Source: an optimization exercise on an open RTL-to-GDS flow (aim: small area). Production flows keep margins and buffers that such runs may drop.
Where RTL was checked, it was by simulation tests only, not by an equivalence proof against the original.
Power is estimated from default activity; no workload was simulated.

build 62:
==> flow/design.v (excerpt) <==
module ldiv #
  (
   parameter 	NUMERATOR_WIDTH = 32,
   parameter 	DENOMINATOR_WIDTH = 32,
   parameter 	QUOTIENT_WIDTH = 32
   )
   (
    input 				      clk,
    input 				      reset,
    input signed [NUMERATOR_WIDTH - 1:0]      numerator_in,
    input [DENOMINATOR_WIDTH - 1:0] 	      denominator_in,
    input 				      valid_in,
    output signed [QUOTIENT_WIDTH - 1:0]      quotient_out,
    output signed [NUMERATOR_WIDTH - 1:0]     remainder_out,
    output 				      valid_out,
    output signed [NUMERATOR_WIDTH - 1 + 1:0] numerator_out,
    output [DENOMINATOR_WIDTH - 1:0] 	      denominator_out
    );
   wire [31:0] n0 = numerator_in;
   wire [31:0] d0 = denominator_in;
   wire v0 = valid_in;
   wire [0:0] t1 = {n0[30] ^ n0[31]};
   wire [0:0] b1_g = ~t1 & d0[0:0];
   wire [0:0] b1_p = ~t1 | d0[0:0];
   wire [1:0] b1;
   assign b1[0] = 1'b0;
   assign b1[1] = b1_g[0];
   wire g1 = ~b1[1] & ~(|d0[31:1]);
   wire [0:0] r1 = t1 ^ ({1{g1}} & (d0[0:0] ^ b1[0:0]));
   wire [0:0] q1 = g1;
   wire [1:0] t2 = {r1, n0[29] ^ n0[31]};
   wire [1:0] b2_g = ~t2 & d0[1:0];
   wire [1:0] b2_p = ~t2 | d0[1:0];
   wire b2_G0 = b2_g[1] | (b2_p[1] & b2_g[0]);
   wire b2_P0 = b2_p[1] & b2_p[0];
   wire [2:0] b2;
   assign b2[0] = 1'b0;
   assign b2[1] = b2_g[0];
   assign b2[2] = b2_G0;
   wire g2 = ~b2[2] & ~(|d0[31:2]);
   wire [1:0] r2 = t2 ^ ({2{g2}} & (d0[1:0] ^ b2[1:0]));
   wire [1:0] q2 = {q1, g2};
   wire [2:0] t3 = {r2, n0[28] ^ n0[31]};
   wire [2:0] b3_g = ~t3 & d0[2:0];
   wire [2:0] b3_p = ~t3 | d0[2:0];
   wire b3_G0 = b3_g[1] | (b3_p[1] & b3_g[0]);
   wire b3_P0 = b3_p[1] & b3_p[0];
   wire b3_G1 = b3_g[2] | (b3_p[2] & b3_G0);
   wire b3_P1 = b3_p[2] & b3_P0;
   wire [3:0] b3;
   assign b3[0] = 1'b0;
   assign b3[1] = b3_g[0];
   assign b3[2] = b3_G0;
   assign b3[3] = b3_G1;
   wire g3 = ~b3[3] & ~(|d0[31:3]);
   wire [2:0] r3 = t3 ^ ({3{g3}} & (d0[2:0] ^ b3[2:0]));
   wire [2:0] q3 = {q2, g3};
   wire [3:0] t4 = {r3, n0[27] ^ n0[31]};
   wire [3:0] b4_g = ~t4 & d0[3:0];
   wire [3:0] b4_p = ~t4 | d0[3:0];
   wire b4_G0 = b4_g[1] | (b4_p[1] & b4_g[0]);
   wire b4_P0 = b4_p[1] & b4_p[0];
   wire b4_G1 = b4_g[3] | (b4_p[3] & b4_g[2]);
  ...
Size in the first run: roughly 6300 cells after synthesis, roughly 1200 flip-flops.
==> flow/config.mk <==
export PLATFORM = sky130hd
export DESIGN_NAME = ldiv
export DESIGN_NICKNAME = ldiv
export VERILOG_FILES = /design/flow/design.v
export SDC_FILE = /design/flow/constraint.sdc
export NUM_CORES = 4
export LEC_CHECK = 0
export CAP_MARGIN = 20
export CORE_MARGIN = 2
export CORE_UTILIZATION = 60
export CTS_BUF_LIST = sky130_fd_sc_hd__clkbuf_16
export CTS_CLUSTER_DIAMETER = 110
export CTS_CLUSTER_SIZE = 34
export PLACE_DENSITY = 0.75
export SLEW_MARGIN = 20
export SYNTH_HIERARCHICAL = 1
==> flow/constraint.sdc <==
create_clock -name core_clock -period 7.0 [get_ports {clk}]
set_input_delay 1.4000 -clock core_clock [delete_from_list [all_inputs] [get_ports {clk}]]
set_output_delay 1.4000 -clock core_clock [all_outputs]
set_load 0.01 [all_outputs]
standard.sh (not shown) runs the stock make flow with config.mk's settings and CLKGATE_MAP_FILE= SYNTH_SCRIPT=/design/flow/synth_recipe.tcl, a recipe that flattens the netlist after the stock synthesis.
==> flow/flow/run.sh <==
#!/bin/bash
set -euo pipefail
bash standard.sh finish "BUFFER_PORTS_ARGS=-buffer_cell sky130_fd_sc_hd__buf_2" > standard.log 2>&1
The final layout from build 62, which completed every stage, passed the timing, DRC and antenna checks at the end of the flow.
Input changes introduced in build 30 (baseline for comparison: build 62):
Settings: a change of CTS_CLUSTER_DIAMETER from 110 to 120; a change of CTS_CLUSTER_SIZE from 34 to 30.
==> flow/flow/run.sh <==
#!/bin/bash
set -euo pipefail
bash standard.sh finish "BUFFER_PORTS_ARGS=-buffer_cell sky130_fd_sc_hd__buf_1" > standard.log 2>&1
### Flow results
Between build 30 and build 62, it is build 30 whose headroom to the max-slew limit is lower, by 6.9 points. ~same signal arrival time at the worst endpoint in build 30 and build 62. Looking at build 30 and build 62, the sequential cell area in the final layout is a wash. Higher critical path depth among build 30 and build 62: build 30. Portion of the layout cell area used by non-clock buffers delta (build 62 -> build 30): insignificant. Relative to build 62, met3 track utilization from global routing has gone down in build 30. There was hardly any difference in global-route track usage on met1 between build 62 and build 30. Of build 30 and build 62, only build 62 finishes the flow clean. Build 30 -> stages 100% | layout checks FAIL | antenna rules. In the route summary, build 30 ends up with a via count exceeding that of build 62. Build 30 against build 62: setup slack stayed essentially flat, area added between synthesis and finish lower. Number of clock-tree buffers in the layout delta for build 30 relative to build 62: 6.7% higher.
--- input diff build 30..build 21 ---
==> flow/flow/run.sh <==
#!/bin/bash
set -euo pipefail
bash standard.sh finish "BUFFER_PORTS_ARGS=-buffer_cell sky130_fd_sc_hd__buf_2" > standard.log 2>&1
[summary]
- Build 21 against build 30: routed via count divided by cell count neither gained nor lost much; post-layout instance area neither gained nor lost much.
- The area fraction of clock buffers and clock inverters was comparable across build 30 and build 21.
- Looking at highest-delay cell along the critical path, the sky130_fd_sc_hd__maj3_1 result is from build 21; the sky130_fd_sc_hd__or3_1 one comes from build 30.
- Between build 21 and build 30, the sequential share of layout area figures differ only marginally.
- Comparing build 30 and build 21, the higher worst vdd rail ir drop is on build 21.
- Between build 21 and build 30, the total routed wirelength figures differ only marginally.
- To summarise build 30: no stage aborted, but the layout did not pass its checks, failing on antenna rules.
- Build 21 did not stop at any stage, and its layout met the timing, DRC and antenna checks.
- Build 30 → build 21: worst relative slew slack grew by 6.3 points; detailed placement HPWL fell about 0.5%.
- Build 30 has higher depth of the critical timing path with buffers and inverters included than build 21.
- Diff build 30..build 21 | share of flip-flops with an asynchronous set or reset | unchanged
- Setup WNS build 30 -> build 21: worse
Changes in build 5 relative to build 21:
Settings: PLACE_DENSITY: 0.75 -> 0.7; CORE_UTILIZATION: 60 -> 55.
==> flow/run.sh (new file) <==
#!/bin/bash
# synth_recipe.tcl (not shown) runs the flow's synth.tcl, then flattens the netlist and writes it again
# the make line also repeats each setting of config.mk as NAME=value (left out here)
make -C /OpenROAD-flow-scripts/flow DESIGN_CONFIG=/design/flow/config.mk WORK_HOME=/design/flow/orfs CLKGATE_MAP_FILE= SYNTH_SCRIPT=/design/flow/synth_recipe.tcl finish
removed: flow/flow/run.sh
removed: flow/standard.sh
==> notes.md <==
- Diff build 5 and build 21: critical path depth higher in build 5
- Build 5 vs build 21 — final standard cell utilization of the core dropped 3.6 points.
- Build 5 reports a higher number of nets in the layout than build 21 does.
- Build 5: data required time of the critical path 0.05 ns below build 21
- Taking build 21 as the reference, in build 5 total design power higher; critical path arrival dropped 0.03 ns.
- Build 21 ended up with fewer cell instances than build 5 did.
- Taking build 21 as the reference, in build 5 post-route standard cell area excluding fillers now sits higher; worst setup slack after layout now sits lower; clock share of power now sits at about the same level.

Another version of the RTL of ldiv (not shown whole).
Size in the first run: roughly 5900 cells after synthesis, ~1200 flip-flops, about 55000 µm² of cells after synthesis.
clock: 7.0 ns
lec_check: 0
cap_margin: 20
core_margin: 2
core_utilization: 45
cts_buf_list: sky130_fd_sc_hd__clkbuf_4
place_density: 0.6
slew_margin: 20
run.sh (not shown) runs the stock make flow with config.mk's settings and CLKGATE_MAP_FILE= SYNTH_SCRIPT=/design/flow/synth_recipe.tcl, a recipe that flattens the netlist after the stock synthesis.
Stock flow here: none of the scripts above is used.
Then changed:
Settings changed: CORE_UTILIZATION 45 to 60, PLACE_DENSITY 0.6 to 0.75.
Result: The changed run passed the timing, DRC and antenna checks. Core utilization went up by 18 points. Cell area went down by 1.5%. Routed wire length went down by 1.8%. First-iteration DRC count went up by 32%. Clock power went down by about 3%. Die area went down by 25%.
Then changed:
Settings changed: CTS_BUF_LIST sky130_fd_sc_hd__clkbuf_4 to sky130_fd_sc_hd__clkbuf_16, CTS_CLUSTER_DIAMETER set to 120, CTS_CLUSTER_SIZE set to 30, GPL_TIMING_DRIVEN set to 0, SETUP_SLACK_MARGIN set to 0.2.
This time the run ran to the end with violations: setup timing.
Worst hold slack improves by 0.091 ns.
Core utilization is lower by 1.9 points.
Non-clock buffer count shrinks by 77.
Final area decreases by 2.6%.
Die area does not change.
Then changed:
Settings changed: CTS_BUF_LIST sky130_fd_sc_hd__clkbuf_16 to sky130_fd_sc_hd__clkbuf_4, CTS_CLUSTER_DIAMETER 120 to unset, CTS_CLUSTER_SIZE 30 to unset, SETUP_SLACK_MARGIN 0.2 to unset.
Effect: The new run finished with setup timing left; clock-buffer cell count climbs by 381; global-route usage increases by 0.79 points; sequential cell count does not change; cell area rose by 1.6%.

Another version of the RTL of ldiv (not shown whole).
Size in the first run: about 5,700 cells after synthesis, about 0.054 mm^2 of cells after synthesis.
==> flow/config.mk <==
export PLATFORM = sky130hd
export DESIGN_NAME = ldiv
export DESIGN_NICKNAME = ldiv
export VERILOG_FILES = /design/flow/design.v
export SDC_FILE = /design/flow/constraint.sdc
export NUM_CORES = 4
export LEC_CHECK = 0
export CAP_MARGIN = 20
export CORE_MARGIN = 2
export CORE_UTILIZATION = 45
export CTS_BUF_LIST = sky130_fd_sc_hd__clkbuf_8
export CTS_CLUSTER_SIZE = 20
export PLACE_DENSITY = 0.6
export SLEW_MARGIN = 20
==> flow/constraint.sdc <==
create_clock -name core_clock -period 7.0 [get_ports {clk}]
set_input_delay 1.4000 -clock core_clock [delete_from_list [all_inputs] [get_ports {clk}]]
set_output_delay 1.4000 -clock core_clock [all_outputs]
set_load 0.01 [all_outputs]
The baseline completed, yet does not pass: negative setup slack.
Next try:
--- a/flow/config.mk
+++ b/flow/config.mk
@@ -9,6 +9,4 @@
 export CORE_MARGIN = 2
 export CORE_UTILIZATION = 45
-export CTS_BUF_LIST = sky130_fd_sc_hd__clkbuf_8
-export CTS_CLUSTER_SIZE = 20
 export PLACE_DENSITY = 0.6
 export SLEW_MARGIN = 20
The new run finished but failed the layout checks on negative setup slack.
Wire length drops by 0.37%.
Non-clock buffer count does not change.
Power rose by 1.1%.
Combinational power barely changes.
Worst setup slack degrades by 0.032 ns.
Final cell count drops by 1.4%.
Function was not checked in any run of this note: the RTL went through the layout flow alone.

==> static timing again, ports no longer ideal <==
In the flow no input, the clock included, has a driving cell. The finished layouts below were timed again as built, in two steps.
Step 1 assumes that a clkbuf_16 drives the clock port and a buf_2 every other input.
Step 2 moves the port delays by t, midway between the first and last clock arrival at a register: inputs arrive t later, outputs are due t later. That takes back most of the time a late clock gives input paths.
Slacks: ideal / step 1 / step 2; pairs: ideal / step 1.
| run | t, ns | slack for setup (ns) | worst slew at a driven data input, ns |
|---|---|---|---|
| build 62 | 0.748 | 0.243 / 0.243 / -0.367 | 0.04 |
| build 30 | 0.748 | 0.246 / 0.246 / -0.220 | 0.05 |
| build 21 | 0.764 | 0.216 / 0.216 / -0.426 | 0.04 |
| build 5 | 0.750 | 0.199 / 0.247 / -0.503 | 0.08 |
| the first run of note 2 | 1.251 | 0.105 / 0.105 / 0.045 | 0.06 |
| the second run of note 2 | 1.194 | 0.146 / 0.146 / -0.378 | 0.05 |
| the third run of note 2 | 0.720 | -0.253 / -0.253 / -0.253 | 0.06 |
| the fourth run of note 2 | 1.190 | -0.182 / -0.182 / -0.781 | 0.07 |
| the first run of note 3 | 0.953 | -0.643 / -0.643 / -0.643 | 0.05 |
| the second run of note 3 | 0.793 | -0.675 / -0.675 / -0.675 | 0.05 |
The setup slack of build 5, which loses most, moves by +0.048 ns with the drivers and by -0.702 ns with both steps.
